What follows belongs to an exercise in optimizing a design on an open flow for small area, a short achievable clock period and few clock cycles per item; a production flow would make more cautious choices.
In this exercise RTL edits were held to simulation tests only and were not proved equivalent to the original.
No activity file was given, so power comes from the tool's default toggle rates.

==> trial 86 <==
## fir_top
module fir_top (
    input         clk,
    input         rst,
    input         coef_we,
    input  [2:0]  coef_addr,
    input  [15:0] coef_data,
    input         x_valid,
    output        x_ready,
    input  [15:0] x_in,
    output        y_valid,
    output [31:0] y
);
assign x_ready = 1'b1;
reg [15:0] h0, h1, h2, h3, h4;
reg [17:1] t0, t1, t2, t3, t4;
reg [15:0] x0, x1, x2, x3, x4;
reg [15:0] data_q;
reg [2:0]  addr_q;
reg        we_q, rst_q, v1, v2;
reg [31:0] y_r;
always @(posedge clk) begin
    data_q <= coef_data;
    addr_q <= coef_addr;
    we_q   <= coef_we & ~rst;
    rst_q  <= rst;
    v1     <= x_valid & ~rst;
    v2     <= v1 & ~rst;
end
wire [17:0] m3 = {2'b00, data_q} + {1'b0, data_q, 1'b0};
wire [15:0] hd = data_q & {16{~rst_q}};
wire [17:1] td = m3[17:1] & {17{~rst_q}};
wire [4:0]  hen;
assign hen[0] = rst_q | (we_q && addr_q == 3'd0);
assign hen[1] = rst_q | (we_q && addr_q == 3'd1);
assign hen[2] = rst_q | (we_q && addr_q == 3'd2);
assign hen[3] = rst_q | (we_q && addr_q == 3'd3);
assign hen[4] = rst_q | (we_q && addr_q == 3'd4);
always @(posedge clk) begin
    if (hen[0]) begin h0 <= hd; t0 <= td; end
    if (hen[1]) begin h1 <= hd; t1 <= td; end
    if (hen[2]) begin h2 <= hd; t2 <= td; end
    if (hen[3]) begin h3 <= hd; t3 <= td; end
    if (hen[4]) begin h4 <= hd; t4 <= td; end
end
always @(posedge clk) begin
    x0 <= x_in;
    if (rst_q) begin
        x1 <= 16'd0; x2 <= 16'd0; x3 <= 16'd0; x4 <= 16'd0;
    end else if (v1) begin
        x1 <= x0; x2 <= x1; x3 <= x2; x4 <= x3;
    end
end
wire [31:0] acc;
fir_sop SOP (.h0(h0), .h1(h1), .h2(h2), .h3(h3), .h4(h4),
             .t0(t0), .t1(t1), .t2(t2), .t3(t3), .t4(t4),
             .x0(x0), .x1(x1), .x2(x2), .x3(x3), .x4(x4), .acc(acc));
always @(posedge clk) y_r <= acc;
assign y_valid = v2;
assign y = y_r;
endmodule
==> flow/config.mk <==
export PLATFORM = sky130hd
export DESIGN_NAME = fir_top
export DESIGN_NICKNAME = fir_top
export VERILOG_FILES = /design/flow/design.v
export SDC_FILE = /design/flow/constraint.sdc
export NUM_CORES = 4
export LEC_CHECK = 0
export CAP_MARGIN = 20
export CORE_MARGIN = 2
export CORE_UTILIZATION = 40
export SLEW_MARGIN = 20
export SYNTH_HIERARCHICAL = 1
export SYNTH_MINIMUM_KEEP_SIZE = 0
==> flow/constraint.sdc <==
create_clock -name core_clock -period 33.0 [get_ports {clk}]
set_input_delay 6.6000 -clock core_clock [delete_from_list [all_inputs] [get_ports {clk}]]
set_output_delay 6.6000 -clock core_clock [all_outputs]
set_load 0.01 [all_outputs]
standard.sh (not shown) runs the stock make flow with config.mk's settings and CLKGATE_MAP_FILE= SYNTH_SCRIPT=/design/flow/synth_recipe.tcl, a recipe that flattens the netlist after the stock synthesis.
==> flow/flow/run.sh <==
#!/bin/bash
# Standard layout (the standard.sh, unchanged synthesis), with two
# changes to how it is made:
#  - ports are buffered with buf_2 instead of the default port buffer cell;
set -euo pipefail
MARGIN=25.4
bash standard.sh \
  "BUFFER_PORTS_ARGS=-buffer_cell sky130_fd_sc_hd__buf_2" \
  "SETUP_SLACK_MARGIN=$MARGIN" \
  "SKIP_GATE_CLONING=1" \
  finish > standard_flow.log 2>&1
==> trial 79 (differences from trial 86) <==
==> flow/flow/run.sh (replaced) <==
#!/bin/bash
# Standard layout (the standard.sh, unchanged synthesis), with these
# changes to how it is made:
#  - ports are buffered with buf_2 instead of the default port buffer cell;
#  - global routing leaves more of met1 free (flow/fastroute.tcl).
# Each tool's output is in orfs/logs/; make's own output is in
# standard_flow.log.
set -euo pipefail
MARGIN=25.4
bash standard.sh \
  "BUFFER_PORTS_ARGS=-buffer_cell sky130_fd_sc_hd__buf_2" \
  "SETUP_SLACK_MARGIN=$MARGIN" \
  "SKIP_GATE_CLONING=1" \
  "FASTROUTE_TCL=$PWD/flow/fastroute.tcl" \
  finish > standard_flow.log 2>&1
==> flow/flow/fastroute.tcl (new file) <==
# Global routing setup: as the platform's fastroute.tcl, but met1 keeps
# more of its capacity free (the cell pins crowd it), so global routes
# move up to met2/met3 and the detailed router has fewer met1 conflicts.
set_global_routing_layer_adjustment met1 0.5
set_global_routing_layer_adjustment met2-met5 0.2

set_routing_layers -clock met3-met5
set_routing_layers -signal met1-met5
CELL_PAD_IN_SITES_DETAIL_PLACEMENT = 1   (was not set)
CELL_PAD_IN_SITES_GLOBAL_PLACEMENT = 1   (was not set)
CTS_CLUSTER_DIAMETER = 80   (was not set)
CTS_CLUSTER_SIZE = 25   (was not set)
PLACE_DENSITY = 0.45   (was not set)
==> build 31 (differences from trial 86) <==
==> flow/flow/run.sh (replaced) <==
#!/bin/bash
# Standard layout (the standard.sh, unchanged synthesis), with these
# changes to how it is made:
#  - ports are buffered with buf_2 instead of the default port buffer cell;
#  - global routing leaves more of met1 free (flow/fastroute.tcl);
#  - clock tree synthesis as ORFS runs it, but without dummy loads.
# Each tool's output is in orfs/logs/; make's own output is in
# standard_flow.log.
set -euo pipefail
MARGIN=25.4
bash standard.sh \
  "BUFFER_PORTS_ARGS=-buffer_cell sky130_fd_sc_hd__buf_2" \
  "SETUP_SLACK_MARGIN=$MARGIN" \
  "SKIP_GATE_CLONING=1" \
  "FASTROUTE_TCL=$PWD/flow/fastroute.tcl" \
  "CTS_ARGS=-sink_clustering_enable -repair_clock_nets -dont_use_dummy_load" \
  finish > standard_flow.log 2>&1
==> flow/flow/fastroute.tcl (new file) <==
# Global routing setup: as the platform's fastroute.tcl, but met1 keeps
# more of its capacity free (the cell pins crowd it), so global routes
# move up to met2/met3 and the detailed router has fewer met1 conflicts.
set_global_routing_layer_adjustment met1 0.5
set_global_routing_layer_adjustment met2-met5 0.2

set_routing_layers -clock met3-met5
set_routing_layers -signal met1-met5
==> build 15 (differences from trial 86) <==
CELL_PAD_IN_SITES_DETAIL_PLACEMENT = 1   (was not set)
CELL_PAD_IN_SITES_GLOBAL_PLACEMENT = 1   (was not set)
PLACE_DENSITY = 0.45   (was not set)
==> results.json <==
{
  "p_leak_nw": 9.41,
  "status": "complete, no violations",
  "p_clk_mw": 0.358,
  "dp_hpwl_mm": 125,
  "crit_start": "y_r[1]$_DFF_P_",
  "htree_levels": 2,
  "layout.cells.most_common_list": "fa_1 (686), a222oi_1 (600), edfxtp_1 (165)",
  "power_density_nw_per_um2": 104,
  "slowest_stage": "dfxtp_2",
  "fin_area_um2": 35800,
  "stdcell_count": 3538,
  "hp-start": "x4[7]$_SDFFE_PP0P_",
  "worst_pin_slew_ps": 1190,
  "antenna-diode-count": 1,
  "endpoint": "y[1]",
  "place_ws_ps": 25290
}
Source of the figures above: build 31

==> results.json <==
{
  "slowest_stage": "dfxtp_1",
  "p_leak_nw": 9.46,
  "stdcell_count": 3548,
  "layout.cells.most_common_list": "fa_1 (686), a222oi_1 (600), edfxtp_1 (165)",
  "crit_start": "v2$_DFF_P_",
  "hp-start": "x4[3]$_SDFFE_PP0P_",
  "fin_area_um2": 35900,
  "dp_hpwl_mm": 128,
  "status": "complete, no violations",
  "htree_levels": 1,
  "place_ws_ps": 25210,
  "worst_pin_slew_ps": 1200,
  "p_clk_mw": 0.375,
  "grt_usage_pct": 46.5,
  "antenna-diode-count": 2,
  "endpoint": "y_valid"
}
Source of the figures above: trial 79

==> results.json <==
{
  "status": "complete, no violations",
  "crit_start": "y_r[10]$_DFF_P_",
  "hp-start": "x4[13]$_SDFFE_PP0P_",
  "worst_pin_slew_ps": 1140,
  "stdcell_count": 3573,
  "p_leak_nw": 9.61,
  "fin_area_um2": 36200,
  "layout.cells.most_common_list": "fa_1 (686), a222oi_1 (600), edfxtp_1 (165)",
  "endpoint": "y[10]",
  "antenna-diode-count": 4,
  "place_ws_ps": 25350,
  "htree_levels": 2,
  "slowest_stage": "dfxtp_1",
  "p_clk_mw": 0.480,
  "dp_hpwl_mm": 127
}
Source of the figures above: build 15

==> results.json <==
{
  "status": "complete, no violations",
  "place_ws_ps": 25720,
  "worst_pin_slew_ps": 1270,
  "crit_start": "y_r[31]$_DFF_P_",
  "p_clk_mw": 0.421,
  "layout.cells.most_common_list": "fa_1 (686), a222oi_1 (600), edfxtp_1 (165)",
  "hp-start": "x4[1]$_SDFFE_PP0P_",
  "endpoint": "y[31]",
  "required_ps": 26400,
  "dp_hpwl_mm": 121,
  "path_class": "reg -> out",
  "antenna-diode-count": 0,
  "fin_area_um2": 35900,
  "async_flop_share_pct": 0,
  "stdcell_count": 3558,
  "p_leak_nw": 9.50,
  "slowest_stage": "dfxtp_2"
}
Source of the figures above: trial 86

Testbench counts of trial 86, summed over its fixed seeds: cycles 8,256, items 8,192.
Testbench counts of trial 79, summed over its fixed seeds: cycles 8,256, items 8,192.
Testbench counts of build 31, summed over its fixed seeds: cycles 8,256, items 8,192.
Testbench counts of build 15, summed over its fixed seeds: cycles 8,256, items 8,192.

---

==> job 4690 <==
Another version of the RTL of fir_top (not shown whole).
export LEC_CHECK = 0
export CAP_MARGIN = 20
export CORE_MARGIN = 2
export CORE_UTILIZATION = 40
export SLEW_MARGIN = 20
export SYNTH_HIERARCHICAL = 1
export SYNTH_MINIMUM_KEEP_SIZE = 0
create_clock -name core_clock -period 33.0 [get_ports {clk}]
==> flow/flow/run.sh <==
#!/bin/bash
# Standard layout (the standard.sh, unchanged synthesis), with these
# changes to how it is made:
#  - ports are buffered with buf_2 instead of the default port buffer cell;
#  - global routing leaves more of met1 free (flow/fastroute.tcl).
# Each tool's output is in orfs/logs/; make's own output is in
# standard_flow.log.
set -euo pipefail
MARGIN=25.4
bash standard.sh \
  "BUFFER_PORTS_ARGS=-buffer_cell sky130_fd_sc_hd__buf_2" \
  "SETUP_SLACK_MARGIN=$MARGIN" \
  "SKIP_GATE_CLONING=1" \
  "FASTROUTE_TCL=$PWD/flow/fastroute.tcl" \
  finish > standard_flow.log 2>&1
==> flow/flow/fastroute.tcl <==
# Global routing setup: as the platform's fastroute.tcl, but met1 keeps
# more of its capacity free (the cell pins crowd it), so global routes
# move up to met2/met3 and the detailed router has fewer met1 conflicts.
set_global_routing_layer_adjustment met1 0.5
set_global_routing_layer_adjustment met2-met5 0.2

set_routing_layers -clock met3-met5
set_routing_layers -signal met1-met5
==> inputs of job 4214, as changes to job 4690 <==
--- a/flow/flow/run.sh
+++ b/flow/flow/run.sh
@@ -4,3 +4,4 @@
 #  - ports are buffered with buf_2 instead of the default port buffer cell;
-#  - global routing leaves more of met1 free (flow/fastroute.tcl).
+#  - global routing leaves more of met1 free (flow/fastroute.tcl);
+#  - clock tree synthesis as ORFS runs it, but without dummy loads.
 # Each tool's output is in orfs/logs/; make's own output is in
@@ -14,2 +15,3 @@
   "FASTROUTE_TCL=$PWD/flow/fastroute.tcl" \
+  "CTS_ARGS=-sink_clustering_enable -repair_clock_nets -dont_use_dummy_load" \
   finish > standard_flow.log 2>&1
- CAP_MARGIN: 20 -> 10
- SLEW_MARGIN: 20 -> 10
==> impl_results.md <==
* Hold Slack at between 0.5 and 0.6 ns
* Ant diodes at 2
* Outcome: no timing/DRC/antenna violations
* Cts repair resizes at 14
* Sequential share of cell area at around 21%
* Fin crit period at about 7.6 ns
* Finished Cell Area at between 30,000 and 40,000 sq um
* CP endpoint: y[0]
* Power Combinational at 3000 uW
* Final std cells w/o fill at 3,535
# the run above: job 4214

==> impl_results.md <==
* Final std cells w/o fill at around 3,600
* Total clock sinks at 300
* Sequential share of cell area at 21.3%
* Outcome: no timing/DRC/antenna violations
* Ant diodes at 4
* Power Combinational at 2990 uW
* Cts repair resizes at 12
* Routed WL at ~170,000 microns
* Hold Slack at 0.563 ns
* Finished Cell Area at 36,100 sq um
* CP endpoint: y[31]
* Unrepaired setup endpoints after global routing: true
* Initial core utilization at roughly two fifths
* Req. time, crit path at 26.40 ns
* Highest-delay cell along the critical path: dfxtp_2
* Yosys warning count at 7
# the run above: job 4690

Testbench counts of job 4690, summed over its fixed seeds: cycles 8,256, items 8,192.
Testbench counts of job 4214, summed over its fixed seeds: cycles 8,256, items 8,192.

-- port drivers added, routing unchanged --
Ports are ideal in the flow. The routed layouts listed here were re-timed in OpenROAD.
Step 1 sets driving cells, clkbuf_16 on the clock port and buf_2 on the other inputs (assumed; they add their load-dependent delay and slew).
Step 2 moves the port delays by t, midway between the first and last clock arrival at a register: inputs arrive t later, outputs are due t later. That takes back most of the time a late clock gives input paths.
Three values: ideal, step 1, step 2; two values: the first two.
run	t (ns)	setup slack, ns	worst setup path after step 2	slew at the worst register clock pin (ns)
trial 86	0.657	25.390 / 25.315 / 25.618	register to register	0.08 / 0.08
trial 79	0.701	25.325 / 25.252 / 25.405	register to register	0.10 / 0.10
build 31	0.641	25.386 / 25.310 / 25.462	register to register	0.07 / 0.07
build 15	0.659	25.372 / 25.302 / 25.512	register to register	0.06 / 0.06
job 4690	0.657	25.340 / 25.275 / 25.572	register to register	0.07 / 0.07
job 4214	0.640	25.370 / 25.296 / 25.562	register to register	0.06 / 0.06
After both steps setup and hold are still met in every run listed.
